From an optimization exercise on the open Yosys and OpenROAD flow, aimed at small area; shortcuts taken in it are not production practice.
The RTL was checked by simulation tests, not by an equivalence proof against the original design.
The clock cells of runs 3 to 6 come from the design's own scripts or RTL, not from TritonCTS.
No driver is modelled on the clock port, so clock power and skew are understated where the tree is cut down; a real chip needs a root buffer or a tree.
Power and IR drop assume default switching activity.

## config.mk

```make
export PLATFORM = sky130hd
export DESIGN_NAME = mac_row
export DESIGN_NICKNAME = mac_row
export VERILOG_FILES = /design/flow/design.v
export SDC_FILE = /design/flow/constraint.sdc
export NUM_CORES = 4
export LEC_CHECK = 0
export CAP_MARGIN = 20
export CORE_MARGIN = 2
export CORE_UTILIZATION = 40
export SLEW_MARGIN = 20
export SYNTH_HIERARCHICAL = 1
```

## constraint.sdc

```tcl
create_clock -name core_clock -period 8.0 [get_ports {clk}]
set_input_delay 1.6000 -clock core_clock [delete_from_list [all_inputs] [get_ports {clk}]]
set_output_delay 1.6000 -clock core_clock [all_outputs]
set_load 0.01 [all_outputs]
```

## design.v

```verilog
module mac_fa (a, b, c, s, co);
    input a, b, c;
    output s, co;
    assign s = a ^ b ^ c;
    assign co = (a & b) | (c & (a ^ b));
endmodule
module mac_ha (a, b, s, co);
    input a, b;
    output s, co;
    assign s = a ^ b;
    assign co = a & b;
endmodule
module mac_sel (ld, ad, d, s, q);
    input ld, ad, d, s;
    output q;
    assign q = (ld & d) | (ad & s);
endmodule
module mac_mul4 (a, b, p);
    input [3:0] a, b;
    output [7:0] p;
    wire [3:0] pp0 = a & {4{b[0]}};
    wire [3:0] pp1 = a & {4{b[1]}};
    wire [3:0] pp2 = a & {4{b[2]}};
    wire [3:0] pp3 = a & {4{b[3]}};
    wire s3a, c3a, s4a, c4a;
    mac_ha h3 (.a(pp0[3]), .b(pp1[2]), .s(s3a), .co(c3a));
    mac_ha h4 (.a(pp1[3]), .b(pp2[2]), .s(s4a), .co(c4a));
    wire s2b, c2b, s3b, c3b, s4b, c4b, s5b, c5b;
    mac_fa f2 (.a(pp0[2]), .b(pp1[1]), .c(pp2[0]), .s(s2b), .co(c2b));
    mac_fa f3 (.a(s3a), .b(pp2[1]), .c(pp3[0]), .s(s3b), .co(c3b));
    mac_fa f4 (.a(s4a), .b(pp3[1]), .c(c3a), .s(s4b), .co(c4b));
    mac_fa f5 (.a(pp2[3]), .b(pp3[2]), .c(c4a), .s(s5b), .co(c5b));
    wire k2, k3, k4, k5, k6;
    assign p[0] = pp0[0];
    mac_ha r1 (.a(pp0[1]), .b(pp1[0]), .s(p[1]), .co(k2));
    mac_ha r2 (.a(s2b), .b(k2), .s(p[2]), .co(k3));
    mac_fa r3 (.a(s3b), .b(c2b), .c(k3), .s(p[3]), .co(k4));
    mac_fa r4 (.a(s4b), .b(c3b), .c(k4), .s(p[4]), .co(k5));
    mac_fa r5 (.a(s5b), .b(c4b), .c(k5), .s(p[5]), .co(k6));
    mac_fa r6 (.a(pp3[3]), .b(c5b), .c(k6), .s(p[6]), .co(p[7]));
endmodule
module mac_row (
    clk, reset, execute, load, a_select,
    nzero_weights_flat, w_indexes_flat,
    in_activation_flat, in_psum_flat, act_index_flat,
    final_psum_flat, load_out
);
    input clk, reset, execute, load, a_select;
    input [31:0] nzero_weights_flat;
    input [15:0] w_indexes_flat;
    input [7:0] in_activation_flat;
    input [79:0] in_psum_flat;
    input [3:0] act_index_flat;
    output [79:0] final_psum_flat;
    output load_out;
    reg execute_q, load_q;
    reg [3:0] a1, a2, w1_0, w1_1, w2_0, w2_1;
    reg [1:0] c1_0, c1_1, c2_0, c2_1;
    reg [19:0] psum0, psum1, psum2, psum3;
    wire [1:0] idx = a_select ? act_index_flat[3:2] : act_index_flat[1:0];
    wire [3:0] act = a_select ? in_activation_flat[7:4] : in_activation_flat[3:0];
    always @(posedge clk) begin
        execute_q <= execute;
        load_q <= load;
        a1 <= reset ? 4'd0 : act;
        w1_0 <= nzero_weights_flat[4*idx +: 4];
        w1_1 <= nzero_weights_flat[16 + 4*idx +: 4];
        c1_0 <= w_indexes_flat[2*idx +: 2];
        c1_1 <= w_indexes_flat[8 + 2*idx +: 2];
        if (reset) a2 <= 4'd0;
        else if (execute_q) a2 <= a1;
        if (execute_q) begin
            w2_0 <= w1_0;
            w2_1 <= w1_1;
            c2_0 <= c1_0;
            c2_1 <= c1_1;
        end
    end
    assign load_out = load_q;
    wire [7:0] p0, p1;
    mac_mul4 m0 (.a(a2), .b(w2_0), .p(p0));
    mac_mul4 m1 (.a(a2), .b(w2_1), .p(p1));
    wire eq = (c2_0 == c2_1);
    wire [7:0] p1e = p1 & {8{eq}};
    wire [8:0] q0;
    wire [8:0] qk;
    assign q0[0] = p0[0] ^ p1e[0];
    assign qk[1] = p0[0] & p1e[0];
    genvar j;
    generate
        for (j = 1; j < 8; j = j + 1) begin : Q0
            mac_fa u (.a(p0[j]), .b(p1e[j]), .c(qk[j]), .s(q0[j]), .co(qk[j+1]));
        end
    endgenerate
    assign q0[8] = qk[8];
    wire ld = execute_q & load_q;
    wire ldv = ld & ~reset;           
    wire adv = ~ld & ~reset;          
    wire e0 = execute_q;
    wire e1 = execute_q & ~eq;
    wire g0_0 = e0 & (c2_0 == 2'd0);
    wire g1_0 = e1 & (c2_1 == 2'd0);
    wire [8:0] ad0 = ({9{g0_0}} & q0) | ({9{g1_0}} & {1'b0, p1});
    wire [19:0] sum0;
    wire [20:0] cy0;
    mac_ha a0_0 (.a(psum0[0]), .b(ad0[0]), .s(sum0[0]), .co(cy0[1]));
    generate
        for (j = 1; j < 9; j = j + 1) begin : ADD0
            mac_fa u (.a(psum0[j]), .b(ad0[j]), .c(cy0[j]), .s(sum0[j]), .co(cy0[j+1]));
        end
    endgenerate
    assign cy0[15] = cy0[9] & (&psum0[14:9]);
    generate
        for (j = 9; j < 19; j = j + 1) begin : INC0
            if (j != 14) begin : h
                mac_ha u (.a(psum0[j]), .b(cy0[j]), .s(sum0[j]), .co(cy0[j+1]));
            end else begin : x
                assign sum0[j] = psum0[j] ^ cy0[j];
            end
        end
    endgenerate
    assign sum0[19] = psum0[19] ^ cy0[19];
    wire [19:0] nx0;
    generate
        for (j = 0; j < 20; j = j + 1) begin : SEL0
            mac_sel u (.ld(ldv), .ad(adv), .d(in_psum_flat[20*0 + j]), .s(sum0[j]), .q(nx0[j]));
        end
    endgenerate
    always @(posedge clk) psum0 <= nx0;
    assign final_psum_flat[20*0 +: 20] = psum0;
    wire g0_1 = e0 & (c2_0 == 2'd1);
    wire g1_1 = e1 & (c2_1 == 2'd1);
    wire [8:0] ad1 = ({9{g0_1}} & q0) | ({9{g1_1}} & {1'b0, p1});
    wire [19:0] sum1;
    wire [20:0] cy1;
    mac_ha a1_0 (.a(psum1[0]), .b(ad1[0]), .s(sum1[0]), .co(cy1[1]));
    generate
        for (j = 1; j < 9; j = j + 1) begin : ADD1
            mac_fa u (.a(psum1[j]), .b(ad1[j]), .c(cy1[j]), .s(sum1[j]), .co(cy1[j+1]));
        end
    endgenerate
    assign cy1[15] = cy1[9] & (&psum1[14:9]);
    generate
        for (j = 9; j < 19; j = j + 1) begin : INC1
            if (j != 14) begin : h
                mac_ha u (.a(psum1[j]), .b(cy1[j]), .s(sum1[j]), .co(cy1[j+1]));
            end else begin : x
                assign sum1[j] = psum1[j] ^ cy1[j];
            end
        end
    endgenerate
    assign sum1[19] = psum1[19] ^ cy1[19];
    wire [19:0] nx1;
    generate
        for (j = 0; j < 20; j = j + 1) begin : SEL1
            mac_sel u (.ld(ldv), .ad(adv), .d(in_psum_flat[20*1 + j]), .s(sum1[j]), .q(nx1[j]));
        end
    endgenerate
    always @(posedge clk) psum1 <= nx1;
    assign final_psum_flat[20*1 +: 20] = psum1;
    wire g0_2 = e0 & (c2_0 == 2'd2);
    wire g1_2 = e1 & (c2_1 == 2'd2);
    wire [8:0] ad2 = ({9{g0_2}} & q0) | ({9{g1_2}} & {1'b0, p1});
    wire [19:0] sum2;
    wire [20:0] cy2;
    mac_ha a2_0 (.a(psum2[0]), .b(ad2[0]), .s(sum2[0]), .co(cy2[1]));
    generate
        for (j = 1; j < 9; j = j + 1) begin : ADD2
            mac_fa u (.a(psum2[j]), .b(ad2[j]), .c(cy2[j]), .s(sum2[j]), .co(cy2[j+1]));
        end
    endgenerate
    assign cy2[15] = cy2[9] & (&psum2[14:9]);
    generate
        for (j = 9; j < 19; j = j + 1) begin : INC2
            if (j != 14) begin : h
                mac_ha u (.a(psum2[j]), .b(cy2[j]), .s(sum2[j]), .co(cy2[j+1]));
            end else begin : x
                assign sum2[j] = psum2[j] ^ cy2[j];
            end
        end
    endgenerate
    assign sum2[19] = psum2[19] ^ cy2[19];
    wire [19:0] nx2;
    generate
        for (j = 0; j < 20; j = j + 1) begin : SEL2
            mac_sel u (.ld(ldv), .ad(adv), .d(in_psum_flat[20*2 + j]), .s(sum2[j]), .q(nx2[j]));
        end
    endgenerate
    always @(posedge clk) psum2 <= nx2;
    assign final_psum_flat[20*2 +: 20] = psum2;
    wire g0_3 = e0 & (c2_0 == 2'd3);
    wire g1_3 = e1 & (c2_1 == 2'd3);
    wire [8:0] ad3 = ({9{g0_3}} & q0) | ({9{g1_3}} & {1'b0, p1});
    wire [19:0] sum3;
    wire [20:0] cy3;
    mac_ha a3_0 (.a(psum3[0]), .b(ad3[0]), .s(sum3[0]), .co(cy3[1]));
    generate
        for (j = 1; j < 9; j = j + 1) begin : ADD3
            mac_fa u (.a(psum3[j]), .b(ad3[j]), .c(cy3[j]), .s(sum3[j]), .co(cy3[j+1]));
        end
    endgenerate
    assign cy3[15] = cy3[9] & (&psum3[14:9]);
    generate
        for (j = 9; j < 19; j = j + 1) begin : INC3
            if (j != 14) begin : h
                mac_ha u (.a(psum3[j]), .b(cy3[j]), .s(sum3[j]), .co(cy3[j+1]));
            end else begin : x
                assign sum3[j] = psum3[j] ^ cy3[j];
            end
        end
    endgenerate
    assign sum3[19] = psum3[19] ^ cy3[19];
    wire [19:0] nx3;
    generate
        for (j = 0; j < 20; j = j + 1) begin : SEL3
            mac_sel u (.ld(ldv), .ad(adv), .d(in_psum_flat[20*3 + j]), .s(sum3[j]), .q(nx3[j]));
        end
    endgenerate
    always @(posedge clk) psum3 <= nx3;
    assign final_psum_flat[20*3 +: 20] = psum3;
endmodule
```

## flow/run.sh

```bash
#!/bin/bash
# Layout flow: the standard flow, with port buffers of the smallest buffer.
cd "$(dirname "$0")/.."
export BUFFER_PORTS_ARGS="-buffer_cell sky130_fd_sc_hd__buf_1"
bash standard.sh > standard.log 2>&1
```

## standard.sh

```bash
#!/bin/bash
# synth_recipe.tcl (not shown) runs the flow's synth.tcl, then flattens the netlist and writes it again
# the make line also repeats each setting of config.mk as NAME=value (left out here)
make -C /OpenROAD-flow-scripts/flow DESIGN_CONFIG=/design/flow/config.mk WORK_HOME=/design/flow/orfs CLKGATE_MAP_FILE= SYNTH_SCRIPT=/design/flow/synth_recipe.tcl "${@:-finish}"
```

==> reports/results.ini, run 1 <==
[layout]
seqCellArea_um2 = 2402
drive_gt1_frac = 0.06407
area_growth_pct = 26.02
num_antenna_cells = 0
fin_nets = 954
fillers = 1400
multi_input_area_um2 = 3637

[run]
max_cap_violations = 0

[setup_path]
r2r_cells = 22
cp.required_ns = 8.31
cp_slowest_cell = fa_1
critPathTopFamily = adder cells
arrival_ns = 7.23
crit_buf_inv = 2
crit_type = register to register
critical_path.cell_chain = and2_1 > ha_1 > fa_1 > fa_1 > inv_1 > nor3_1 > fa_1 > inv_1 > o32ai_1 > fa_1 > fa_1 > fa_1 > fa_1 > fa_1 > fa_1 > ha_1 > ha_1 > ha_1 > ha_1 > ha_1 > xor2_1 > a22o_1
crit_fanout = 5
cpMostUsedCell = fa_1
crit_path_end_kind = register
cpPeakStageDelay_ns = 0.55
cp.depth = 22
start_kind = register

[sta]
fin_crit_sh = 0.8655
finClkSkew_ns = 0.01235
tightest_slew_ns = 0.8774
fin_setup_tns_ns = 0
slew_headroom = 0.4150
timing.hold.ws_ns = 0.4046
post-route-min-period_ns = 6.924
rsz0062_at_grt = no
finalHoldViolations = 0
slew_violations = 0
setup_viol = 0
max_freq_mhz = 144.4

[floorplan]
die_area_um2 = 16410
rows = 45
start_util = 0.4067
pin_count = 226
core_um2 = 15150
die_h_um = 128.1
fp.dieW_um = 128.1

[yosys]
ys_warn_count = 7
yosysTopAreaCell = dfxtp_1
synth_area_leaders = dfxtp_1, fa_1, a22o_1
syn-num-nets = 721
ys_seq_area_frac = 0.3900
ys_ff_latch = 114
synth_top_area_share = 0.3315
synth_area_um2 = 6160
ys_types = 28
syn_area_per_cell_um2 = 13.05
postSynthCellCount = 472

[clocking]
path_clk_slew_ns = 0.06
cts-root-buf = clkbuf_16
clkSinkCount = 114
clockBufferDepth = 2
cts_hold_buf = 0
ctsResizeCount = 0
post-cts-setup-buffers = 0
htree_num_levels = 4
cts_tree = done
numCtsBuffers = 17
clk_latency_ns = 0.42

[global_route]
overflow = 0
grt_pass1_vias = 5083
gr-usage-all-layers = 0.1965
grt_max_degree = 81
grt_pass1_wl_mm = 24.94
antenna_found_initial = 0

[drt]
drtIter0Drc = 261
vias = 4832
ant_nets = 0
drc_errors = 0
drt_pass1_iterations = 4
wl_per_cell_um = 17.04
wl_mm = 15.44
vias_per_cell = 5.333

[power]
p_seq_frac = 0.420
p_clk_frac = 0.452
intPower_mw = 1.147
cellLeakagePower_nw = 3.370
comb_power_share = 0.129
ir_drop_uv = 141.7
powerDensity_nw_per_um2 = 201.9
power.switching_mw = 0.4209
power.total_mw = 1.568
swShare = 0.2685

[placement]
hpwlAfterDp_mm = 11.91
port-buffer-count = 225
gp_congestion = 0.8537

[min_path]
hold_depth = 0
hold_class = register to register

[status]
status = no timing/DRC/antenna violations

[per-stage QoR]
step | utilization | cell area (µm²) | setup slack [ns] | cells
after floorplan | - | 6160 | 1.557 | 472
after global placement | 0.4755 | 7202 | 1.186 | 874
after detailed placement | 0.4755 | 7202 | 1.078 | 874
after CTS | 0.5123 | 7759 | 1.039 | 906
after global routing | 0.5125 | 7762 | 0.7574 | 906
final | 0.5125 | 7762 | 1.076 | 906
[cell families after synthesis]
group           count (synthesis)  synth area share
buf+inv                        31           0.02315
flops                         114            0.3900
compound gates                113            0.1601
xor+xnor                       10           0.01422
mux                            22           0.06399
simple gates                   78           0.07028
fa+ha+maj                     104            0.2783
[Yosys stat by module, one instance, submodules excluded]
module,flops+latches,area [µm²]
mac_sel,0,8.758
mac_ha,0,12.51
mac_mul4,0,107.6
mac_row,114,3542
mac_fa,0,20.02
[area by class of cell]
cell class	count	share of cell area
sequential	114	0.3095
clock buffer	21	0.05803
inverter	17	0.008221
timing repair buffer	228	0.1117
tap	188	0.03030
multi-input combinational	327	0.4686
clock inverter	11	0.01370
[worst register-to-register path: cells and delay by family, from the launching register on]
| family | cells | cell delay [ns] |
|---|---|---|
| AOI/OAI and AO/OA | 2 | 0.30 |
| xor gates and xnor gates | 1 | 0.14 |
| adders and majority gates | 15 | 5.25 |
| buffers and inverters | 2 | 0.22 |
| DFF | 1 | 0.44 |
| and+or+nand+nor | 2 | 0.46 |
[Yosys cell counts]
| cell | n |
|---|---|
| nand4_1 | 4 |
| nand3b_1 | 4 |
| buf_1 | 1 |
| mux4_1 | 3 |
| ha_1 | 49 |
| buf_4 | 2 |
| xor2_1 | 10 |
| nor2_1 | 18 |
| and2_1 | 33 |
| clkbuf_1 | 6 |
| nor3_1 | 8 |
| buf_6 | 2 |
| mux2i_4 | 1 |
| a21oi_1 | 1 |
| nand2_1 | 1 |
| edfxtp_1 | 12 |
| mux4_2 | 9 |
| buf_2 | 3 |
| o32ai_1 | 32 |
| inv_1 | 17 |
| nor2b_1 | 2 |
| fa_1 | 55 |
| mux2i_1 | 9 |
| dfxtp_1 | 102 |
| a22o_1 | 80 |
| or3b_2 | 1 |
| or3b_1 | 1 |
| nand3_1 | 6 |
[state kept, by name (all words and copies together) (netlist names), 20 cells and up]
register / count
psum2: 20
psum0: 20
psum1: 20
psum3: 20
[cells in the final DEF, fill, tap and decap left out, types with 2 or more instances in the layout]
cell type,count
xor2_1,10
nand4_1,4
clkinv_4,3
and2_1,33
inv_1,17
mux4_2,9
nand3b_1,4
nor2_1,17
ha_1,49
clkinv_2,2
fa_1,55
nor3_1,8
nand3_1,6
inv_6,2
buf_4,3
clkbuf_1,3
clkbuf_16,17
o32ai_1,32
mux4_1,3
a22o_1,80
nor2b_1,2
edfxtp_1,12
mux2i_1,8
clkinvlp_4,3
dfxtp_1,102
buf_1,225
[path summary, 6_finish.rpt]
path	from	endpoint	slack, ns
worst max-delay path	w2_1[0]$_DFFE_PP_	psum3[14]$_DFF_P_	1.08
worst min-delay path	c1_1[0]$_DFF_P_	c2_1[0]$_DFFE_PP_	0.40
worst max register to register	w2_1[0]$_DFFE_PP_	psum3[14]$_DFF_P_	1.08
worst min register to register	c1_1[0]$_DFF_P_	c2_1[0]$_DFFE_PP_	0.40
[layer usage]
layer / wire length (µm) / global-route usage
met1: 6513 / 0.2402
met4: 357 / 0.08145
met5: 0 / 0
met2: 7424 / 0.3187
met3: 1146 / 0.06720
[power groups by stage]
stage | sequential (mW) | clock (mW) | combinational [mW]
after detailed placement | 0.670 | 0 | 0.202
after global routing | 0.664 | 0.755 | 0.226
after CTS | 0.658 | 0.728 | 0.204
after global placement | 0.668 | 0 | 0.196
final | 0.658 | 0.708 | 0.202
after floorplan | 0.670 | 0 | 0.117
==> run 2, diff against run 1 <==
==> flow/run.sh (replaced) <==
#!/bin/bash
# Layout flow: the standard ORFS flow (standard.sh) with two changes:
#  - port buffers use the smallest buffer cell (buffer_ports -buffer_cell)
#  - the clock tree is built by flow/cts_tree.tcl instead of TritonCTS
set -euo pipefail
cd "$(dirname "$0")/.."
export BUFFER_PORTS_ARGS="-buffer_cell sky130_fd_sc_hd__buf_1"
export PRE_CTS_TCL="$PWD/flow/cts_tree.tcl"
export CLK_LEAVES=${CLK_LEAVES:-8}
export CLK_BUF=${CLK_BUF:-sky130_fd_sc_hd__clkbuf_8}
export CLK_ROOT_BUF=${CLK_ROOT_BUF:-sky130_fd_sc_hd__clkbuf_8}
bash standard.sh > standard.log 2>&1
==> flow/cts_tree.tcl (new file) <==
# Hook sourced by ORFS's cts.tcl before clock_tree_synthesis (PRE_CTS_TCL).
# It replaces TritonCTS with a small balanced tree built by hand: the clock
# port drives one root buffer (CLK_ROOT_BUF), which drives CLK_LEAVES leaf
# buffers (CLK_BUF). The registers are split into CLK_LEAVES groups of equal
# size by recursive bisection of their placement, and each leaf buffer sits at
# the centre of its group.
proc mk_clock_tree {args} {
  set db [ord::get_db]
  set block [ord::get_db_block]
  set k $::env(CLK_LEAVES)
  set master [$db findMaster $::env(CLK_BUF)]
  set bt [$block findBTerm clk]
  set net [$bt getNet]
  set sinks [list]
  set xs [list]
  set ys [list]
  foreach it [$net getITerms] {
    set bb [[$it getInst] getBBox]
    lappend sinks $it
    lappend xs [expr {([$bb xMin] + [$bb xMax]) / 2}]
    lappend ys [expr {([$bb yMin] + [$bb yMax]) / 2}]
  }
  set n [llength $sinks]
  # split the registers into k groups of equal size by recursive bisection
  # along the longer side of each group's bounding box
  set groups [list [list 0 $k [lsearch -all -integer -not $xs -999999999]]]
  set asg [lrepeat $n 0]
  while {[llength $groups] > 0} {
    set g [lindex $groups 0]
    set groups [lrange $groups 1 end]
    lassign $g c0 kk idx
    if {$kk == 1} {
      foreach i $idx { lset asg $i $c0 }
      continue
    }
    set minx 1e18; set maxx -1e18; set miny 1e18; set maxy -1e18
    foreach i $idx {
      set x [lindex $xs $i]; set y [lindex $ys $i]
      if {$x < $minx} {set minx $x}; if {$x > $maxx} {set maxx $x}
      if {$y < $miny} {set miny $y}; if {$y > $maxy} {set maxy $y}
    }
    set keys [list]
    foreach i $idx {
      if {$maxx - $minx >= $maxy - $miny} { lappend keys [list $i [lindex $xs $i]] } else { lappend keys [list $i [lindex $ys $i]] }
    }
    set keys [lsort -real -index 1 $keys]
    set k1 [expr {$kk / 2}]
    set n1 [expr {int(round(double([llength $idx]) * $k1 / $kk))}]
    set a [list]; set b [list]
    set j 0
    foreach e $keys { if {$j < $n1} { lappend a [lindex $e 0] } else { lappend b [lindex $e 0] }; incr j }
    lappend groups [list $c0 $k1 $a] [list [expr {$c0 + $k1}] [expr {$kk - $k1}] $b]
  }
  for {set c 0} {$c < $k} {incr c} { set sx($c) 0; set sy($c) 0; set cnt($c) 0 }
  for {set i 0} {$i < $n} {incr i} {
    set c [lindex $asg $i]
    set sx($c) [expr {$sx($c) + [lindex $xs $i]}]
    set sy($c) [expr {$sy($c) + [lindex $ys $i]}]
    incr cnt($c)
  }
  set cx [list]; set cy [list]
  for {set c 0} {$c < $k} {incr c} {
    lappend cx [expr {$sx($c) / max(1, $cnt($c))}]; lappend cy [expr {$sy($c) / max(1, $cnt($c))}]
  }
  # optional root buffer between the port and the leaf buffers
  set src $net
  if {[info exists ::env(CLK_ROOT_BUF)] && $::env(CLK_ROOT_BUF) ne ""} {
    set r [odb::dbInst_create $block [$db findMaster $::env(CLK_ROOT_BUF)] "clkbuf_root"]
    set rn [odb::dbNet_create $block "clknet_root"]
    $rn setSigType CLOCK
    set mx 0; set my 0
    for {set c 0} {$c < $k} {incr c} { set mx [expr {$mx + [lindex $cx $c] / $k}]; set my [expr {$my + [lindex $cy $c] / $k}] }
    [$r findITerm A] connect $net
    [$r findITerm X] connect $rn
    $r setLocation [expr {int($mx)}] [expr {int($my)}]
    $r setPlacementStatus PLACED
    set src $rn
  }
  for {set c 0} {$c < $k} {incr c} {
    set b [odb::dbInst_create $block $master "clkbuf_leaf_$c"]
    set ln [odb::dbNet_create $block "clknet_leaf_$c"]
    $ln setSigType CLOCK
    [$b findITerm A] connect $src
    [$b findITerm X] connect $ln
    $b setLocation [expr {int([lindex $cx $c])}] [expr {int([lindex $cy $c])}]
    $b setPlacementStatus PLACED
    set leafnet($c) $ln
    puts "clock leaf $c: $cnt($c) registers"
  }
  for {set i 0} {$i < $n} {incr i} {
    set it [lindex $sinks $i]
    $it disconnect
    $it connect $leafnet([lindex $asg $i])
  }
  global_connect
}

rename clock_tree_synthesis triton_clock_tree_synthesis
proc clock_tree_synthesis {args} {
  puts "manual clock tree instead of: clock_tree_synthesis $args"
  mk_clock_tree
}
--- a/config.mk
+++ b/config.mk
@@ -9,3 +9,3 @@
 export CORE_MARGIN = 2
-export CORE_UTILIZATION = 40
+export CORE_UTILIZATION = 80
 export SLEW_MARGIN = 20
==> reports/results.ini, run 2 <==
[yosys]
synth_adder_area_share = 0.2783  ; unchanged
synth_edf_count = 12  ; unchanged
postSynthCellCount = 472  ; unchanged
syn_area_per_cell_um2 = 13.05  ; unchanged
ys_ff_latch = 114  ; unchanged
ys_seq_area_frac = 0.3900  ; unchanged
synthMuxAreaShare = 0.06399  ; unchanged
synth_top_area_share = 0.3315  ; unchanged
ys_types = 28  ; unchanged
synth_area_leaders = dfxtp_1, fa_1, a22o_1  ; unchanged
yosysTopAreaCell = dfxtp_1  ; unchanged
synth_top_family_by_area = adder cells  ; unchanged
yosysMostFrequentCell = dfxtp_1  ; unchanged
ys.flop_type = dfxtp_1  ; unchanged
ys_top_cells_by_count = dfxtp_1, a22o_1, fa_1  ; unchanged
async_flop_share = 0  ; unchanged
ys_warn_count = 7  ; unchanged
synth_compound_area_frac = 0.1601  ; unchanged
synth_area_um2 = 6160  ; unchanged
synthSimpleGateAreaFrac = 0.07028  ; unchanged
syn-num-nets = 721  ; unchanged
synth-xor-area-share = 0.01422  ; unchanged

[status]
status = aborted with a tool error  ; was no timing/DRC/antenna violations
lastStage = clock tree synthesis
tool.error = [ERROR DPL-0033] detailed placement checks failed during check placement.

[clocking]
cts_hold_buf = 0  ; unchanged
ctsResizeCount = 0  ; unchanged
post-cts-setup-buffers = 0  ; unchanged

[floorplan]
start_util = 0.8358  ; was 0.4067
pin_count = 226  ; unchanged
fp.dieW_um = 91.75  ; was 128.1 µm
die_h_um = 91.75  ; was 128.1 µm
rows = 31  ; was 45

[placement]
gp_congestion = 0.9307  ; was 0.8537
hpwlAfterDp_mm = 16.23  ; was 11.91 mm
port-buffer-count = 225  ; unchanged

[run 2: cell counts after synthesis]
No cell type changed its count.
[run 2: how the worst max path moves through the flow]
stage | startpoint | end | slack, ns
after global placement | w2_1[0]$_DFFE_PP_ | psum3[14]$_DFF_P_ | 1.28
after detailed placement | a2[2]$_SDFFE_PP0P_ | psum3[14]$_DFF_P_ | 0.88
after floorplan | w2_1[1]$_DFFE_PP_ | psum1[14]$_DFF_P_ | 1.56
[run 2: logic make-up after synthesis]
logic type      Yosys count
flops                   114
compound gates          113
fa+ha+maj               104
simple gates             78
buf+inv                  31
mux                      22
xor+xnor                 10
[run 2: power groups by stage]
stage,clock network [mW],logic [mW],registers [mW]
after floorplan,0,0.117,0.670
after global placement,0,0.188,0.667
after detailed placement,0,0.212,0.674
[run 2: stage by stage]
stage	area (µm²)	total power, mW	instances	setup WS [ns]	hold WS [ns]
after floorplan	6160	0.7870	472	1.557	0.3855
after detailed placement	7091	0.8865	785	0.8794	0.3887
after global placement	7091	0.8548	785	1.283	0.3876
[run 2: Yosys stat by module (local to each module, per instance)]
module,flops+latches,cells,cell area [µm²],copies in the design
mac_fa,0,1,20.02,55
mac_row,114,255,3542,1
mac_ha,0,1,12.51,48
mac_sel,0,1,8.758,80
mac_mul4,0,17,107.6,2
==> run 3, diff against run 2 <==
--- a/config.mk
+++ b/config.mk
@@ -9,3 +9,3 @@
 export CORE_MARGIN = 2
-export CORE_UTILIZATION = 80
+export CORE_UTILIZATION = 60
 export SLEW_MARGIN = 20
==> reports/results.ini, run 3 <==
[setup_path]
cp_slowest_cell = fa_1
critPathTopFamily = adder cells
rr_startpoint = w2_1[1]$_DFFE_PP_
cpPeakStageDelay_ns = 0.54
crit_path_end_kind = register
crit_buf_inv = 2
cpMostUsedCell = fa_1
critical_path.cell_chain = and2_1 > ha_1 > fa_1 > fa_1 > inv_1 > nor3_1 > fa_1 > inv_1 > o32ai_1 > fa_1 > fa_1 > fa_1 > fa_1 > fa_1 > fa_1 > ha_1 > ha_1 > ha_1 > ha_1 > ha_1 > xor2_1 > a22o_1
arrival_ns = 7.20
cp.required_ns = 8.29
r2r_end = psum3[14]$_DFF_P_
r2r_cells = 22
start_kind = register
crit_type = register to register
crit_fanout = 5
rrSetupSlack_ns = 1.09

[floorplan]
start_util = 0.6244  ; was 0.8358
die_h_um = 105.3  ; was 91.75 µm
core_um2 = 9864
fp.dieW_um = 105.3  ; was 91.75 µm
pin_count = 226  ; unchanged
rows = 36  ; was 31
die_area_um2 = 11090

[power]
p_seq_frac = 0.582
ir_drop_uv = 133.0
p_clk_frac = 0.242
power.switching_mw = 0.3189
cellLeakagePower_nw = 3.173
comb_power_share = 0.176
swShare = 0.2824
intPower_mw = 0.8105
powerDensity_nw_per_um2 = 155.6

[layout]
seqCellArea_um2 = 2404
num_antenna_cells = 0
fillers = 746
mostFrequentLayoutCells = buf_1, dfxtp_1, a22o_1, fa_1, ha_1
fin_nets = 946
final_common_cell = buf_1
multi_input_area_um2 = 3633
final_cell_area_um2 = 7258
drive_gt1_frac = 0.03741
area_growth_pct = 17.83

[yosys]
synth_area_leaders = dfxtp_1, fa_1, a22o_1  ; unchanged
ys_ff_latch = 114  ; unchanged
ys_seq_area_frac = 0.3900  ; unchanged
ys_types = 28  ; unchanged
syn_area_per_cell_um2 = 13.05  ; unchanged
async_flop_share = 0  ; unchanged
synth_top_area_share = 0.3315  ; unchanged
yosysTopAreaCell = dfxtp_1  ; unchanged
syn-num-nets = 721  ; unchanged
ys.flop_type = dfxtp_1  ; unchanged
ys_top_cells_by_count = dfxtp_1, a22o_1, fa_1  ; unchanged
synth_edf_count = 12  ; unchanged
ys_warn_count = 7  ; unchanged
synth_area_um2 = 6160  ; unchanged
yosysMostFrequentCell = dfxtp_1  ; unchanged
postSynthCellCount = 472  ; unchanged

[sta]
fin_crit_sh = 0.8637
tightest_slew_ns = 0.8489
fin_setup_tns_ns = 0
finClkSkew_ns = 0.01742
slew_violations = 0
rsz0062_at_grt = no
post-route-min-period_ns = 6.910
slew_headroom = 0.4341
max_freq_mhz = 144.7
setup_viol = 0
finalHoldViolations = 0

[global_route]
grt_max_degree = 81
grt_pass1_wl_mm = 23.14
grt_pass1_vias = 4948
antenna_found_initial = 0
overflow = 0
gr-usage-all-layers = 0.2546

[drt]
drc_errors = 0
vias = 4805
drt_pass1_iterations = 5
wl_mm = 14.54
ant_nets = 0
drtIter0Drc = 262
wl_per_cell_um = 17.56
vias_per_cell = 5.803

[min_path]
hold_depth = 0
min_from = c1_0[1]$_DFF_P_
hold_end = c2_0[1]$_DFFE_PP_
hold_class = register to register

[clocking]
ctsResizeCount = 0  ; unchanged
clk_latency_ns = 0.39
cts_hold_buf = 0  ; unchanged
path_clk_slew_ns = 0.10
post-cts-setup-buffers = 0  ; unchanged

[placement]
port-buffer-count = 225  ; unchanged
hpwlAfterDp_mm = 11.68  ; was 16.23 mm
placed_cell_area_um2 = 7133  ; was 7091 µm²
gp_congestion = 0.8614  ; was 0.9307

[status]
status = no timing/DRC/antenna violations  ; was aborted with a tool error

[run]
max_cap_violations = 0

-- run 3: cell counts after synthesis --
No cell type changed its count.
-- run 3: power by group through the flow --
stage	logic (mW)	clock network, mW	registers [mW]
final	0.199	0.273	0.657
after global routing	0.220	0.299	0.664
after CTS	0.200	0.202	0.672
after detailed placement	0.199	0	0.671
after global placement	0.193	0	0.669
after floorplan	0.117	0	0.670
-- run 3: layer usage --
layer / track usage / up-vias / wire length (µm)
li1: - / 2240 / -
met1: 0.3101 / 2319 / 5447
met2: 0.4604 / 212 / 7424
met3: 0.05071 / 34 / 1250
met4: 0.06571 / 0 / 415
met5: 0 / - / 0
-- run 3: through the flow --
step	setup WS [ns]	total power [mW]	hold WS, ns	cells	util
2_1_floorplan	1.557	0.7870	0.3855	472	-
5_1_grt	0.7832	1.183	0.4226	828	0.7358
6_report	1.090	1.129	0.4094	828	0.7358
3_3_place_gp	1.220	0.8621	0.3885	819	0.7231
3_5_place_dp	1.050	0.8701	0.3887	819	0.7231
4_1_cts	1.065	1.074	0.3887	828	0.7357
-- run 3: Yosys stat by module, one instance, submodules excluded --
module	cells	copies in the design
mac_fa	1	55
mac_row	255	1
mac_ha	1	48
mac_mul4	17	2
mac_sel	1	80
-- run 3: logic make-up after synthesis --
logic type | synth area share
AND/OR/NAND/NOR | 0.07028
AO/OA/AOI/OAI | 0.1601
multiplexers | 0.06399
flip-flops | 0.3900
XOR/XNOR | 0.01422
adder cells (fa/ha/maj) | 0.2783
buffers and inverters | 0.02315
-- run 3: worst max-delay path by stage --
stage                                    to  depth (start not counted)  slack, ns               from
after floorplan           psum1[14]$_DFF_P_                         22       1.56  w2_1[1]$_DFFE_PP_
after global placement    psum2[14]$_DFF_P_                         22       1.22  w2_1[1]$_DFFE_PP_
after detailed placement  psum3[14]$_DFF_P_                         22       1.05  w2_1[1]$_DFFE_PP_
after CTS                 psum3[14]$_DFF_P_                         22       1.07  w2_1[1]$_DFFE_PP_
after global routing      psum2[14]$_DFF_P_                         22       0.78  w2_1[0]$_DFFE_PP_
final                     psum3[14]$_DFF_P_                         22       1.09  w2_1[1]$_DFFE_PP_
-- run 3: worst register-to-register path, cell delays in order (launching register included) --
cell,delay (ns)
edfxtp_1,0.45
and2_1,0.19
ha_1,0.30
fa_1,0.51
fa_1,0.54
inv_1,0.08
nor3_1,0.29
fa_1,0.47
inv_1,0.13
o32ai_1,0.11
fa_1,0.44
fa_1,0.40
fa_1,0.39
fa_1,0.42
fa_1,0.40
fa_1,0.43
ha_1,0.21
ha_1,0.18
ha_1,0.18
ha_1,0.18
ha_1,0.19
xor2_1,0.14
a22o_1,0.18
-- run 3: layout make-up --
type,instances,area share
multi-input cells,327,0.5006
flip-flops and latches,114,0.3312
repair buffers,228,0.1195
well taps,133,0.02293
plain buffers,9,0.01707
inverters,17,0.008792
==> run 4, diff against run 3 <==
--- a/design.v
+++ b/design.v
@@ -11,2 +11,7 @@
     assign co = a & b;
+endmodule
+module mac_pick (s, d, y);
+    input [3:0] s, d;
+    output y;
+    assign y = |(s & d);
 endmodule
@@ -61,2 +66,16 @@
     wire [3:0] act = a_select ? in_activation_flat[7:4] : in_activation_flat[3:0];
+    wire [3:0] oh = {idx == 2'd3, idx == 2'd2, idx == 2'd1, idx == 2'd0};
+    wire [3:0] sw0, sw1;
+    wire [1:0] sc0, sc1;
+    genvar b;
+    generate
+        for (b = 0; b < 4; b = b + 1) begin : PW
+            mac_pick u0 (.s(oh), .d({nzero_weights_flat[12+b], nzero_weights_flat[8+b], nzero_weights_flat[4+b], nzero_weights_flat[b]}), .y(sw0[b]));
+            mac_pick u1 (.s(oh), .d({nzero_weights_flat[28+b], nzero_weights_flat[24+b], nzero_weights_flat[20+b], nzero_weights_flat[16+b]}), .y(sw1[b]));
+        end
+        for (b = 0; b < 2; b = b + 1) begin : PC
+            mac_pick u0 (.s(oh), .d({w_indexes_flat[6+b], w_indexes_flat[4+b], w_indexes_flat[2+b], w_indexes_flat[b]}), .y(sc0[b]));
+            mac_pick u1 (.s(oh), .d({w_indexes_flat[14+b], w_indexes_flat[12+b], w_indexes_flat[10+b], w_indexes_flat[8+b]}), .y(sc1[b]));
+        end
+    endgenerate
     always @(posedge clk) begin
@@ -65,6 +84,6 @@
         a1 <= reset ? 4'd0 : act;
-        w1_0 <= nzero_weights_flat[4*idx +: 4];
-        w1_1 <= nzero_weights_flat[16 + 4*idx +: 4];
-        c1_0 <= w_indexes_flat[2*idx +: 2];
-        c1_1 <= w_indexes_flat[8 + 2*idx +: 2];
+        w1_0 <= sw0;
+        w1_1 <= sw1;
+        c1_0 <= sc0;
+        c1_1 <= sc1;
         if (reset) a2 <= 4'd0;
@@ -102,3 +121,9 @@
     wire g1_0 = e1 & (c2_1 == 2'd0);
-    wire [8:0] ad0 = ({9{g0_0}} & q0) | ({9{g1_0}} & {1'b0, p1});
+    wire [8:0] ad0;
+    generate
+        for (j = 0; j < 8; j = j + 1) begin : AD0
+            mac_sel u (.ld(g0_0), .ad(g1_0), .d(q0[j]), .s(p1[j]), .q(ad0[j]));
+        end
+    endgenerate
+    assign ad0[8] = g0_0 & q0[8];
     wire [19:0] sum0;
@@ -132,3 +157,9 @@
     wire g1_1 = e1 & (c2_1 == 2'd1);
-    wire [8:0] ad1 = ({9{g0_1}} & q0) | ({9{g1_1}} & {1'b0, p1});
+    wire [8:0] ad1;
+    generate
+        for (j = 0; j < 8; j = j + 1) begin : AD1
+            mac_sel u (.ld(g0_1), .ad(g1_1), .d(q0[j]), .s(p1[j]), .q(ad1[j]));
+        end
+    endgenerate
+    assign ad1[8] = g0_1 & q0[8];
     wire [19:0] sum1;
@@ -162,3 +193,9 @@
     wire g1_2 = e1 & (c2_1 == 2'd2);
-    wire [8:0] ad2 = ({9{g0_2}} & q0) | ({9{g1_2}} & {1'b0, p1});
+    wire [8:0] ad2;
+    generate
+        for (j = 0; j < 8; j = j + 1) begin : AD2
+            mac_sel u (.ld(g0_2), .ad(g1_2), .d(q0[j]), .s(p1[j]), .q(ad2[j]));
+        end
+    endgenerate
+    assign ad2[8] = g0_2 & q0[8];
     wire [19:0] sum2;
@@ -192,3 +229,9 @@
     wire g1_3 = e1 & (c2_1 == 2'd3);
-    wire [8:0] ad3 = ({9{g0_3}} & q0) | ({9{g1_3}} & {1'b0, p1});
+    wire [8:0] ad3;
+    generate
+        for (j = 0; j < 8; j = j + 1) begin : AD3
+            mac_sel u (.ld(g0_3), .ad(g1_3), .d(q0[j]), .s(p1[j]), .q(ad3[j]));
+        end
+    endgenerate
+    assign ad3[8] = g0_3 & q0[8];
     wire [19:0] sum3;
--- a/flow/run.sh
+++ b/flow/run.sh
@@ -8,3 +8,3 @@
 export PRE_CTS_TCL="$PWD/flow/cts_tree.tcl"
-export CLK_LEAVES=${CLK_LEAVES:-8}
+export CLK_LEAVES=${CLK_LEAVES:-7}
 export CLK_BUF=${CLK_BUF:-sky130_fd_sc_hd__clkbuf_8}
--- a/config.mk
+++ b/config.mk
@@ -9,3 +9,3 @@
 export CORE_MARGIN = 2
-export CORE_UTILIZATION = 60
+export CORE_UTILIZATION = 70
 export SLEW_MARGIN = 20
==> reports/results.ini, run 4 <==
[sta]
max_freq_mhz = 142.3  ; was 144.7 MHz
tightest_slew_ns = 0.9905  ; was 0.8489 ns
finalHoldViolations = 0  ; unchanged
setup_viol = 0  ; unchanged
slew_violations = 0  ; unchanged
finClkSkew_ns = 0.01515  ; was 0.01742 ns
fin_setup_tns_ns = 0  ; unchanged
post-route-min-period_ns = 7.027  ; was 6.910 ns
fin_crit_sh = 0.8784  ; was 0.8637
slew_headroom = 0.3384  ; was 0.4341
rsz0062_at_grt = no  ; unchanged

[floorplan]
die_h_um = 97.21  ; was 105.3 µm
rows = 34  ; was 36
pin_count = 226  ; unchanged
core_um2 = 8551  ; was 9864 µm²
die_area_um2 = 9449  ; was 11090 µm²
fp.dieW_um = 97.21  ; was 105.3 µm
start_util = 0.7112  ; was 0.6244

[setup_path]
rrSetupSlack_ns = 0.97  ; was 1.09 ns
crit_type = register to register  ; unchanged
cp.required_ns = 8.29  ; about the same
crit_buf_inv = 0  ; was 2
cp.depth = 20  ; was 22
cpPeakStageDelay_ns = 0.58  ; was 0.54 ns
rr_startpoint = a2[3]$_SDFFE_PP0P_  ; was w2_1[1]$_DFFE_PP_
crit_fanout = 9  ; was 5
startpoint = a2[3]$_SDFFE_PP0P_  ; was w2_1[1]$_DFFE_PP_
critical_path.cell_chain = and2_1 > ha_1 > fa_1 > fa_1 > fa_1 > nor3b_1 > fa_1 > a22o_1 > fa_1 > fa_1 > fa_1 > fa_1 > fa_1 > ha_1 > ha_1 > ha_1 > ha_1 > ha_1 > xor2_1 > a22o_1  ; was and2_1 > ha_1 > fa_1 > fa_1 > inv_1 > nor3_1 > fa_1 > inv_1 > o32ai_1 > fa_1 > fa_1 > fa_1 > fa_1 > fa_1 > fa_1 > ha_1 > ha_1 > ha_1 > ha_1 > ha_1 > xor2_1 > a22o_1
crit_path_end_kind = register  ; unchanged
cpMostUsedCell = fa_1  ; unchanged
critPathTopFamily = adder cells  ; unchanged
crit_end = psum2[14]$_DFF_P_  ; was psum3[14]$_DFF_P_
arrival_ns = 7.32  ; was 7.20 ns
r2r_end = psum2[14]$_DFF_P_  ; was psum3[14]$_DFF_P_
start_kind = register  ; unchanged
cp_slowest_cell = fa_1  ; unchanged
r2r_cells = 20  ; was 22

[global_route]
grt_pass1_wl_mm = 22.99  ; was 23.14 mm
grt_pass1_vias = 4956  ; was 4948
grt_use_met3 = 0.03453  ; was 0.05071
grt_max_degree = 81  ; unchanged
busiest_layer = met2  ; unchanged
antenna_found_initial = 0  ; unchanged
met2_usage = 0.5128  ; was 0.4604
overflow = 0  ; unchanged
grtUsageMet1 = 0.3810  ; was 0.3101
gr-usage-all-layers = 0.2919  ; was 0.2546

[run]
max_cap_violations = 0  ; unchanged

[clocking]
clk_latency_ns = 0.39  ; about the same
ctsResizeCount = 0  ; unchanged
post-cts-setup-buffers = 0  ; unchanged
cts_hold_buf = 0  ; unchanged
path_clk_slew_ns = 0.11  ; was 0.10 ns

[drt]
drtIter0Drc = 220  ; was 262
drc_errors = 0  ; unchanged
vias = 4895  ; was 4805
vias_per_cell = 5.955  ; was 5.803
ant_nets = 0  ; unchanged
drt_pass1_iterations = 4  ; was 5
wl_per_cell_um = 17.30  ; was 17.56 µm
wl_mm = 14.22  ; was 14.54 mm

[layout]
area_growth_pct = 18.37  ; was 17.83%
fin_cells = 822  ; was 828
num_antenna_cells = 0  ; unchanged
final_common_cell = buf_1  ; unchanged
drive_gt1_frac = 0.02801  ; was 0.03741
mostFrequentLayoutCells = buf_1, a22o_1, dfxtp_1, fa_1, ha_1  ; was buf_1, dfxtp_1, a22o_1, fa_1, ha_1
fin_nets = 965  ; was 946

[min_path]
hold_class = register to register  ; unchanged

[placement]
gp_congestion = 0.8701  ; was 0.8614
port-buffer-count = 225  ; unchanged
dpl.cell_count = 814  ; was 819
hpwlAfterDp_mm = 11.12  ; was 11.68 mm

[yosys]
ys_seq_area_frac = 0.3951  ; was 0.3900
synth_edf_count = 12  ; unchanged
synth_top_area_share = 0.3358  ; was 0.3315
synth_area_um2 = 6081  ; was 6160 µm²
yosysTopAreaCell = dfxtp_1  ; unchanged
yosysMostFrequentCell = a22o_1  ; was dfxtp_1
async_flop_share = 0  ; unchanged
syn-num-nets = 730  ; was 721
ys_top_cells_by_count = a22o_1, dfxtp_1, fa_1  ; was dfxtp_1, a22o_1, fa_1
ys_ff_latch = 114  ; unchanged
syn_area_per_cell_um2 = 12.64  ; was 13.05 µm²
synth_area_leaders = dfxtp_1, fa_1, a22o_1  ; unchanged
ys_warn_count = 7  ; unchanged
postSynthCellCount = 481  ; was 472
ys.flop_type = dfxtp_1  ; unchanged
ys_types = 27  ; was 28

[status]
status = no timing/DRC/antenna violations  ; unchanged

[power]
ir_drop_uv = 120.6  ; was 133.0 µV
powerDensity_nw_per_um2 = 154.4  ; was 155.6 nW/µm²
cellLeakagePower_nw = 3.286  ; was 3.173 nW

## run 4: cell count changes after synthesis, moves of 9 or more
cell     change
a22o_1      +32
a22oi_1     +24
inv_1       -12
mux4_2       -9
nand2_1     +15
o32ai_1     -30
## run 4: worst min path at each step
| stage | start | slack (ns) | end | cells after the start |
|---|---|---|---|---|
| finish | w1_0[1]$_DFF_P_ | 0.41 | w2_0[1]$_DFFE_PP_ | 0 |
| global placement | w1_1[3]$_DFF_P_ | 0.39 | w2_1[3]$_DFFE_PP_ | 0 |
| global route | w1_0[0]$_DFF_P_ | 0.42 | w2_0[0]$_DFFE_PP_ | 0 |
| detailed placement | w1_1[2]$_DFF_P_ | 0.39 | w2_1[2]$_DFFE_PP_ | 0 |
| CTS | w1_1[2]$_DFF_P_ | 0.39 | w2_1[2]$_DFFE_PP_ | 0 |
| floorplan | c1_0[0]$_DFF_P_ | 0.39 | c2_0[0]$_DFFE_PP_ | 0 |
## run 4: layout make-up
cell class              count  area, µm²
repair buffers            230      882.1
flip-flops and latches    114       2402
well taps                 108      135.1
plain buffers               8      110.1
inverters                   6      22.52
multi-input cells         356       3646
fillers                   521       1353
## run 4: worst register-to-register path: cells and delay by family (launching register included)
kind | cells | cell delay, ns
adder cells (fa/ha/maj) | 15 | 5.38
AND/OR/NAND/NOR | 2 | 0.49
flip-flops | 1 | 0.48
AO/OA/AOI/OAI | 2 | 0.46
XOR/XNOR | 1 | 0.14
## run 4: Yosys stat by module, one instance, submodules excluded
module,flops+latches,copies in the design,area (µm²),cells
mac_row,114,1,2958,196
mac_mul4,0,2,107.6,17
mac_fa,0,55,20.02,1
mac_pick,0,12,18.77,3
mac_ha,0,48,12.51,1
mac_sel,0,112,8.758,1
## run 4: routing by layer
metal,routed length [µm],up-vias
met5,0,-
met4,499,0
met3,944,39
met2,7107,227
met1,5670,2339
li1,-,2290
## run 4: stage by stage
stage / power, mW / hold WS, ns / worst slack, ns / instance area [µm²] / util
finish: 1.111 / 0.4140 / 0.9727 / 7198 / 0.8418
global route: 1.161 / 0.4205 / 0.6986 / 7198 / 0.8418
CTS: 1.056 / 0.3887 / 0.9844 / 7198 / 0.8418
detailed placement: 0.8651 / 0.3887 / 0.9938 / 7088 / 0.8289
global placement: 0.8530 / 0.3868 / 1.183 / 7088 / 0.8289
floorplan: 0.7811 / 0.3855 / 1.452 / 6081 / -
## run 4: report_power, final
group          total [mW]  switching, mW  internal, mW
combinational       0.198          0.112        0.0855
clock               0.259          0.168        0.0907
sequential          0.655         0.0337         0.621
## run 4: kinds of logic after synthesis
kind of cell | Yosys count | synth area share
AO/OA/AOI/OAI | 145 | 0.2074
adder cells (fa/ha/maj) | 104 | 0.2819
AND/OR/NAND/NOR | 89 | 0.07716
XOR/XNOR | 10 | 0.01687
flip-flops | 114 | 0.3951
buffers and inverters | 11 | 0.008435
multiplexers | 8 | 0.01317
==> run 5, diff against run 4 <==
--- a/flow/run.sh
+++ b/flow/run.sh
@@ -10,3 +10,3 @@
 export CLK_BUF=${CLK_BUF:-sky130_fd_sc_hd__clkbuf_8}
-export CLK_ROOT_BUF=${CLK_ROOT_BUF:-sky130_fd_sc_hd__clkbuf_8}
+export CLK_ROOT_BUF=${CLK_ROOT_BUF:-sky130_fd_sc_hd__clkbuf_4}
 bash standard.sh > standard.log 2>&1
==> reports/results.ini, run 5 <==
[run]
max_cap_violations = 0  ; unchanged

[drt]
drc_errors = 0  ; unchanged
vias_per_cell = 5.945  ; was 5.955
vias = 4887  ; was 4895
ant_nets = 0  ; unchanged
drt_pass1_iterations = 4  ; unchanged
drtIter0Drc = 248  ; was 220
wl_per_cell_um = 17.25  ; was 17.30 µm
wl_mm = 14.18  ; was 14.22 mm

[yosys]
synth_area_leaders = dfxtp_1, fa_1, a22o_1  ; unchanged
ys_seq_area_frac = 0.3951  ; unchanged
ys.flop_type = dfxtp_1  ; unchanged
postSynthCellCount = 481  ; unchanged
ys_ff_latch = 114  ; unchanged
synth_top_area_share = 0.3358  ; unchanged
async_flop_share = 0  ; unchanged
ys_top_cells_by_count = a22o_1, dfxtp_1, fa_1  ; unchanged
ys_types = 27  ; unchanged
synth_area_um2 = 6081  ; unchanged
syn-num-nets = 730  ; unchanged
ys_warn_count = 7  ; unchanged
syn_area_per_cell_um2 = 12.64  ; unchanged
synth_edf_count = 12  ; unchanged
yosysTopAreaCell = dfxtp_1  ; unchanged
yosysMostFrequentCell = a22o_1  ; unchanged

[setup_path]
arrival_ns = 7.39  ; was 7.32 ns
crit_fanout = 9  ; unchanged
rrSetupSlack_ns = 0.98  ; was 0.97 ns
start_kind = register  ; unchanged
crit_type = register to register  ; unchanged
crit_path_end_kind = register  ; unchanged
cp.required_ns = 8.37  ; was 8.29 ns
r2r_cells = 20  ; unchanged

[power]
p_seq_frac = 0.594  ; was 0.590
swShare = 0.2832  ; was 0.2822
power.switching_mw = 0.3125  ; was 0.3136 mW
cellLeakagePower_nw = 3.284  ; was 3.286 nW
power.total_mw = 1.104  ; was 1.111 mW
comb_power_share = 0.179  ; was 0.178
p_clk_frac = 0.227  ; was 0.233
powerDensity_nw_per_um2 = 153.4  ; was 154.4 nW/µm²
ir_drop_uv = 120.2  ; was 120.6 µV
intPower_mw = 0.7910  ; was 0.7977 mW

[sta]
finClkSkew_ns = 0.01468  ; was 0.01515 ns
rsz0062_at_grt = no  ; unchanged
max_freq_mhz = 142.4  ; was 142.3 MHz
fin_setup_tns_ns = 0  ; unchanged
timing.hold.ws_ns = 0.4139  ; was 0.4140 ns
fin_crit_sh = 0.8776  ; was 0.8784
tightest_slew_ns = 0.9778  ; was 0.9905 ns
slew_violations = 0  ; unchanged
slew_headroom = 0.3469  ; was 0.3384
post-route-min-period_ns = 7.021  ; was 7.027 ns
setup_viol = 0  ; unchanged
finalHoldViolations = 0  ; unchanged

[global_route]
overflow = 0  ; unchanged
antenna_found_initial = 0  ; unchanged
grt_pass1_vias = 4959  ; was 4956
grt_max_degree = 81  ; unchanged
gr-usage-all-layers = 0.2911  ; was 0.2919
grt_pass1_wl_mm = 22.94  ; was 22.99 mm

[clocking]
ctsResizeCount = 0  ; unchanged
post-cts-setup-buffers = 0  ; unchanged
clk_latency_ns = 0.47  ; was 0.39 ns
cts_hold_buf = 0  ; unchanged
path_clk_slew_ns = 0.11  ; about the same

[placement]
hpwlAfterDp_mm = 11.12  ; unchanged
placed_cell_area_um2 = 7088  ; unchanged
gp_congestion = 0.8701  ; unchanged
port-buffer-count = 225  ; unchanged

[floorplan]
rows = 34  ; unchanged
start_util = 0.7112  ; unchanged
fp.dieW_um = 97.21  ; unchanged
pin_count = 226  ; unchanged
die_area_um2 = 9449  ; unchanged
core_um2 = 8551  ; unchanged
die_h_um = 97.21  ; unchanged

[layout]
drive_gt1_frac = 0.02801  ; unchanged
num_antenna_cells = 0  ; unchanged
final_common_cell = buf_1  ; unchanged
area_growth_pct = 18.27  ; was 18.37%
fin_nets = 965  ; unchanged
final_cell_area_um2 = 7192  ; was 7198 µm²
mostFrequentLayoutCells = buf_1, a22o_1, dfxtp_1, fa_1, ha_1  ; unchanged

[min_path]
hold_class = register to register  ; unchanged
hold_depth = 0  ; unchanged

[status]
status = no timing/DRC/antenna violations  ; unchanged

## run 5: kinds of logic after synthesis
kind of cell / share of synthesized area
fa+ha+maj: 0.2819
flops: 0.3951
buf+inv: 0.008435
xor+xnor: 0.01687
mux: 0.01317
compound gates: 0.2074
simple gates: 0.07716
## run 5: final cells by class
type	instances	area, µm²
fillers	522	1359
multi-input cells	356	3646
inverters	6	22.52
repair buffers	230	882.1
well taps	108	135.1
plain buffers	8	103.9
flip-flops and latches	114	2402
## run 5: layer usage
layer,vias to the layer above,GRT usage,part of all wire
met4,0,0.09209,0.036
met3,41,0.03094,0.069
met1,2317,0.3806,0.40
met2,236,0.5128,0.50
met5,-,0,0
li1,2293,-,-
## run 5: worst max-delay path, cell delays in order (launching register included)
cell and delay (ns):
dfxtp_1 0.40, and2_1 0.19, ha_1 0.31, fa_1 0.51
fa_1 0.45, fa_1 0.58, nor3b_1 0.31, fa_1 0.53
a22o_1 0.26, fa_1 0.42, fa_1 0.41, fa_1 0.40
fa_1 0.41, fa_1 0.43, ha_1 0.21, ha_1 0.18
ha_1 0.19, ha_1 0.19, ha_1 0.19, xor2_1 0.14
a22o_1 0.19
## run 5: modules after synthesis, one instance, submodules excluded
module,cells inside,cell area [µm²]
mac_ha,1,12.51
mac_mul4,17,107.6
mac_fa,1,20.02
mac_row,196,2958
mac_pick,3,18.77
mac_sel,1,8.758
## run 5: through the flow
step                        util  setup slack, ns  std cells
after floorplan                -            1.452        481
after global placement    0.8289            1.183        814
after detailed placement  0.8289           0.9938        814
after CTS                 0.8411           0.9844        822
after global routing      0.8411           0.7327        822
final                     0.8411           0.9792        822
## run 5: worst paths after layout
| path | from | endpoint |
|---|---|---|
| setup / recovery | a2[3]$_SDFFE_PP0P_ | psum2[14]$_DFF_P_ |
| hold / removal | w1_1[2]$_DFF_P_ | w2_1[2]$_DFFE_PP_ |
| setup reg to reg | a2[3]$_SDFFE_PP0P_ | psum2[14]$_DFF_P_ |
| hold reg to reg | w1_1[2]$_DFF_P_ | w2_1[2]$_DFFE_PP_ |
## run 5: power by group through the flow
| stage | clock network (mW) | logic (mW) | registers, mW |
|---|---|---|---|
| floorplan | 0 | 0.108 | 0.673 |
| global placement | 0 | 0.187 | 0.666 |
| detailed placement | 0 | 0.196 | 0.669 |
| CTS | 0.184 | 0.198 | 0.669 |
| global route | 0.272 | 0.220 | 0.661 |
| finish | 0.251 | 0.198 | 0.655 |
==> run 6, diff against run 5 <==
--- a/design.v
+++ b/design.v
@@ -45,2 +45,54 @@
     mac_fa r6 (.a(pp3[3]), .b(c5b), .c(k6), .s(p[6]), .co(p[7]));
+endmodule
+module mac_x3 (a, t);
+    input [3:0] a;
+    output [5:0] t;
+    wire k2, k3, k4;
+    assign t[0] = a[0];
+    mac_ha h1 (.a(a[1]), .b(a[0]), .s(t[1]), .co(k2));
+    mac_fa f2 (.a(a[2]), .b(a[1]), .c(k2), .s(t[2]), .co(k3));
+    mac_fa f3 (.a(a[3]), .b(a[2]), .c(k3), .s(t[3]), .co(k4));
+    mac_ha h4 (.a(a[3]), .b(k4), .s(t[4]), .co(t[5]));
+endmodule
+module mac_dig (a, t, d, y);
+    input [3:0] a;
+    input [5:0] t;
+    input [1:0] d;
+    output [5:0] y;
+    wire one, two, thr;
+    mac_dsel s (.d(d), .one(one), .two(two), .thr(thr));
+    assign y[0] = d[0] & a[0];
+    mac_ao3 b1 (.a(one), .b(a[1]), .c(two), .d(a[0]), .e(thr), .f(t[1]), .y(y[1]));
+    mac_ao3 b2 (.a(one), .b(a[2]), .c(two), .d(a[1]), .e(thr), .f(t[2]), .y(y[2]));
+    mac_ao3 b3 (.a(one), .b(a[3]), .c(two), .d(a[2]), .e(thr), .f(t[3]), .y(y[3]));
+    assign y[4] = (two & a[3]) | (thr & t[4]);
+    assign y[5] = thr & t[5];
+endmodule
+module mac_dsel (d, one, two, thr);
+    input [1:0] d;
+    output one, two, thr;
+    assign one = d[0] & ~d[1];
+    assign two = d[1] & ~d[0];
+    assign thr = d[1] & d[0];
+endmodule
+module mac_ao3 (a, b, c, d, e, f, y);
+    input a, b, c, d, e, f;
+    output y;
+    assign y = (a & b) | (c & d) | (e & f);
+endmodule
+module mac_mul4r (a, t, b, p);
+    input [3:0] a, b;
+    input [5:0] t;
+    output [7:0] p;
+    wire [5:0] d0, d1;
+    mac_dig g0 (.a(a), .t(t), .d(b[1:0]), .y(d0));
+    mac_dig g1 (.a(a), .t(t), .d(b[3:2]), .y(d1));
+    wire k3, k4, k5, k6, k7;
+    assign p[1:0] = d0[1:0];
+    mac_ha r2 (.a(d0[2]), .b(d1[0]), .s(p[2]), .co(k3));
+    mac_fa r3 (.a(d0[3]), .b(d1[1]), .c(k3), .s(p[3]), .co(k4));
+    mac_fa r4 (.a(d0[4]), .b(d1[2]), .c(k4), .s(p[4]), .co(k5));
+    mac_fa r5 (.a(d0[5]), .b(d1[3]), .c(k5), .s(p[5]), .co(k6));
+    mac_ha r6 (.a(d1[4]), .b(k6), .s(p[6]), .co(k7));
+    assign p[7] = d1[5] ^ k7;
 endmodule
@@ -99,4 +151,6 @@
     wire [7:0] p0, p1;
-    mac_mul4 m0 (.a(a2), .b(w2_0), .p(p0));
-    mac_mul4 m1 (.a(a2), .b(w2_1), .p(p1));
+    wire [5:0] a2x3;
+    mac_x3 x3 (.a(a2), .t(a2x3));
+    mac_mul4r m0 (.a(a2), .t(a2x3), .b(w2_0), .p(p0));
+    mac_mul4r m1 (.a(a2), .t(a2x3), .b(w2_1), .p(p1));
     wire eq = (c2_0 == c2_1);
==> reports/results.ini, run 6 <==
[drt]
vias_per_cell = 6.308  ; was 5.945
wl_mm = 15.96  ; was 14.18 mm
drtIter0Drc = 316  ; was 248
wl_per_cell_um = 19.28  ; was 17.25 µm
ant_nets = 0  ; unchanged
vias = 5223  ; was 4887
drt_pass1_iterations = 12  ; was 4
drc_errors = 0  ; unchanged

[sta]
rsz0062_at_grt = no  ; unchanged
fin_setup_tns_ns = 0  ; unchanged
slew_violations = 0  ; unchanged
tightest_slew_ns = 0.9035  ; was 0.9778 ns
setup_viol = 0  ; unchanged
finalHoldViolations = 0  ; unchanged
slew_headroom = 0.3976  ; was 0.3469
post-route-min-period_ns = 7.714  ; was 7.021 ns
finClkSkew_ns = 0.02081  ; was 0.01468 ns
fin_crit_sh = 0.9643  ; was 0.8776
max_freq_mhz = 129.6  ; was 142.4 MHz

[floorplan]
start_util = 0.7276  ; was 0.7112
fp.dieW_um = 96.88  ; was 97.21 µm
rows = 33  ; was 34
die_area_um2 = 9385  ; was 9449 µm²
pin_count = 226  ; unchanged
core_um2 = 8299  ; was 8551 µm²
die_h_um = 96.88  ; was 97.21 µm

[setup_path]
start_kind = register  ; unchanged
cpMostUsedCell = fa_1  ; unchanged
cpPeakStageDelay_ns = 0.67  ; was 0.58 ns
critical_path.cell_chain = ha_1 > fa_1 > fa_1 > a222oi_1 > inv_1 > fa_1 > nor3b_1 > fa_1 > a22o_1 > fa_1 > fa_1 > fa_1 > fa_1 > fa_1 > fa_1 > ha_1 > ha_1 > ha_1 > ha_1 > ha_1 > xor2_1 > a22o_1  ; was and2_1 > ha_1 > fa_1 > fa_1 > fa_1 > nor3b_1 > fa_1 > a22o_1 > fa_1 > fa_1 > fa_1 > fa_1 > fa_1 > ha_1 > ha_1 > ha_1 > ha_1 > ha_1 > xor2_1 > a22o_1
crit_path_end_kind = register  ; unchanged
critPathTopFamily = adder cells  ; unchanged
cp.required_ns = 8.37  ; about the same
crit_buf_inv = 1  ; was 0
crit_fanout = 11  ; was 9
arrival_ns = 8.08  ; was 7.39 ns
crit_type = register to register  ; unchanged
cp_slowest_cell = fa_1  ; unchanged

[global_route]
gr-usage-all-layers = 0.3247  ; was 0.2911
grt_pass1_vias = 5375  ; was 4959
overflow = 0  ; unchanged
antenna_found_initial = 0  ; unchanged
grt_pass1_wl_mm = 25.45  ; was 22.94 mm
grt_max_degree = 81  ; unchanged

[run]
max_cap_violations = 0  ; unchanged

[layout]
final_util = 0.8637  ; was 0.8411
drive_gt1_frac = 0.04011  ; was 0.02801
num_antenna_cells = 0  ; unchanged
multi_input_area_um2 = 3573  ; was 3646 µm²
seqCellArea_um2 = 2402  ; unchanged
fillers = 409  ; was 522
area_growth_pct = 18.71  ; was 18.27%
fin_nets = 964  ; was 965
mostFrequentLayoutCells = buf_1, a22o_1, dfxtp_1, ha_1, fa_1  ; was buf_1, a22o_1, dfxtp_1, fa_1, ha_1
final_common_cell = buf_1  ; unchanged

[power]
cellLeakagePower_nw = 3.303  ; was 3.284 nW
ir_drop_uv = 103.8  ; was 120.2 µV
power.total_mw = 1.135  ; was 1.104 mW
powerDensity_nw_per_um2 = 158.3  ; was 153.4 nW/µm²

[clocking]
clk_latency_ns = 0.47  ; about the same
cts_hold_buf = 0  ; unchanged
path_clk_slew_ns = 0.11  ; about the same
post-cts-setup-buffers = 0  ; unchanged
ctsResizeCount = 0  ; unchanged

[yosys]
ys_warn_count = 7  ; unchanged
synth_area_um2 = 6038  ; was 6081 µm²
postSynthCellCount = 487  ; was 481
syn-num-nets = 726  ; was 730
syn_area_per_cell_um2 = 12.40  ; was 12.64 µm²

[status]
status = no timing/DRC/antenna violations  ; unchanged

[min_path]
hold_class = register to register  ; unchanged

[placement]
gp_congestion = 0.8544  ; was 0.8701
port-buffer-count = 225  ; unchanged
hpwlAfterDp_mm = 12.32  ; was 11.12 mm

run 6: stage by stage:
| step | hold WS, ns | setup slack [ns] | instances | instance area, µm² |
|---|---|---|---|---|
| 2_1_floorplan | 0.3855 | 0.9518 | 487 | 6038 |
| 3_3_place_gp | 0.3856 | 0.6452 | 820 | 7064 |
| 3_5_place_dp | 0.3895 | 0.4224 | 820 | 7064 |
| 4_1_cts | 0.3895 | 0.3371 | 828 | 7168 |
| 5_1_grt | 0.4209 | 0.02265 | 828 | 7168 |
| 6_report | 0.4091 | 0.2858 | 828 | 7168 |
run 6: path summary, 6_finish.rpt:
kind                      start                end  slack [ns]  depth (start not counted)
max          a2[1]$_SDFFE_PP0P_  psum0[14]$_DFF_P_        0.29                         22
max reg2reg  a2[1]$_SDFFE_PP0P_  psum0[14]$_DFF_P_        0.29                         22
min reg2reg     c1_0[0]$_DFF_P_  c2_0[0]$_DFFE_PP_        0.41                          0
min             c1_0[0]$_DFF_P_  c2_0[0]$_DFFE_PP_        0.41                          0
run 6: worst reg2reg max path, stage by stage, from the launching register on:
cell      delay (ns)
dfxtp_1         0.43
ha_1            0.28
fa_1            0.39
fa_1            0.50
a222oi_1        0.31
inv_1           0.11
fa_1            0.67
nor3b_1         0.32
fa_1            0.54
a22o_1          0.27
fa_1            0.40
fa_1            0.42
fa_1            0.41
fa_1            0.40
fa_1            0.42
fa_1            0.41
ha_1            0.20
ha_1            0.19
ha_1            0.23
ha_1            0.21
ha_1            0.20
xor2_1          0.14
a22o_1          0.18
run 6: layer usage:
layer  global-route usage  wire (µm)
met1               0.3895       5726
met3              0.06069       1454
met2               0.5748       8100
met5                    0          0
met4               0.1322        678
run 6: area by class of cell:
cell class,instances,share of cell area
Buffer,8,0.01449
Timing Repair Buffer,231,0.1241
Tap cell,105,0.01833
Multi-Input combinational cell,352,0.4985
Inverter,18,0.009426
Sequential cell,114,0.3351
run 6: power by group:
group / internal [mW] / switching (mW) / total (mW)
Clock: 0.0842 / 0.171 / 0.255
Combinational: 0.0945 / 0.128 / 0.223
Sequential: 0.622 / 0.0350 / 0.657
Total: 0.800 / 0.334 / 1.13

-- what the ideal ports hide --
In the flow no input, the clock included, has a driving cell. The finished layouts below were timed again as built, in two steps. Step 1 (the two cells are an assumption about what drives the block):
set clk [get_ports {clk}]
set_driving_cell -lib_cell sky130_fd_sc_hd__clkbuf_16 $clk
set_driving_cell -lib_cell sky130_fd_sc_hd__buf_2 [delete_from_list [all_inputs] $clk]
Step 2 moves the port delays by t, midway between the first and last clock arrival at a register: inputs arrive t later, outputs are due t later. That takes back most of the time a late clock gives input paths. a / b / c = ideal ports / drivers / drivers and shift; a / b = the first two.
| run | t (ns) | slack for setup (ns) | slew at the worst register clock pin (ns) | worst data-port slew with drivers (ns) |
|---|---|---|---|---|
| run 1 | 0.456 | 1.076 / 1.076 / 1.076 | 0.06 / 0.06 | 0.06 |
| run 3 | 0.420 | 1.090 / 1.090 / 1.090 | 0.10 / 0.10 | 0.05 |
| run 4 | 0.417 | 0.973 / 0.973 / 0.973 | 0.11 / 0.11 | 0.07 |
| run 5 | 0.494 | 0.979 / 0.979 / 0.979 | 0.11 / 0.11 | 0.07 |
| run 6 | 0.495 | 0.286 / 0.286 / 0.286 | 0.11 / 0.11 | 0.06 |
After both steps every run listed still meets setup and hold.
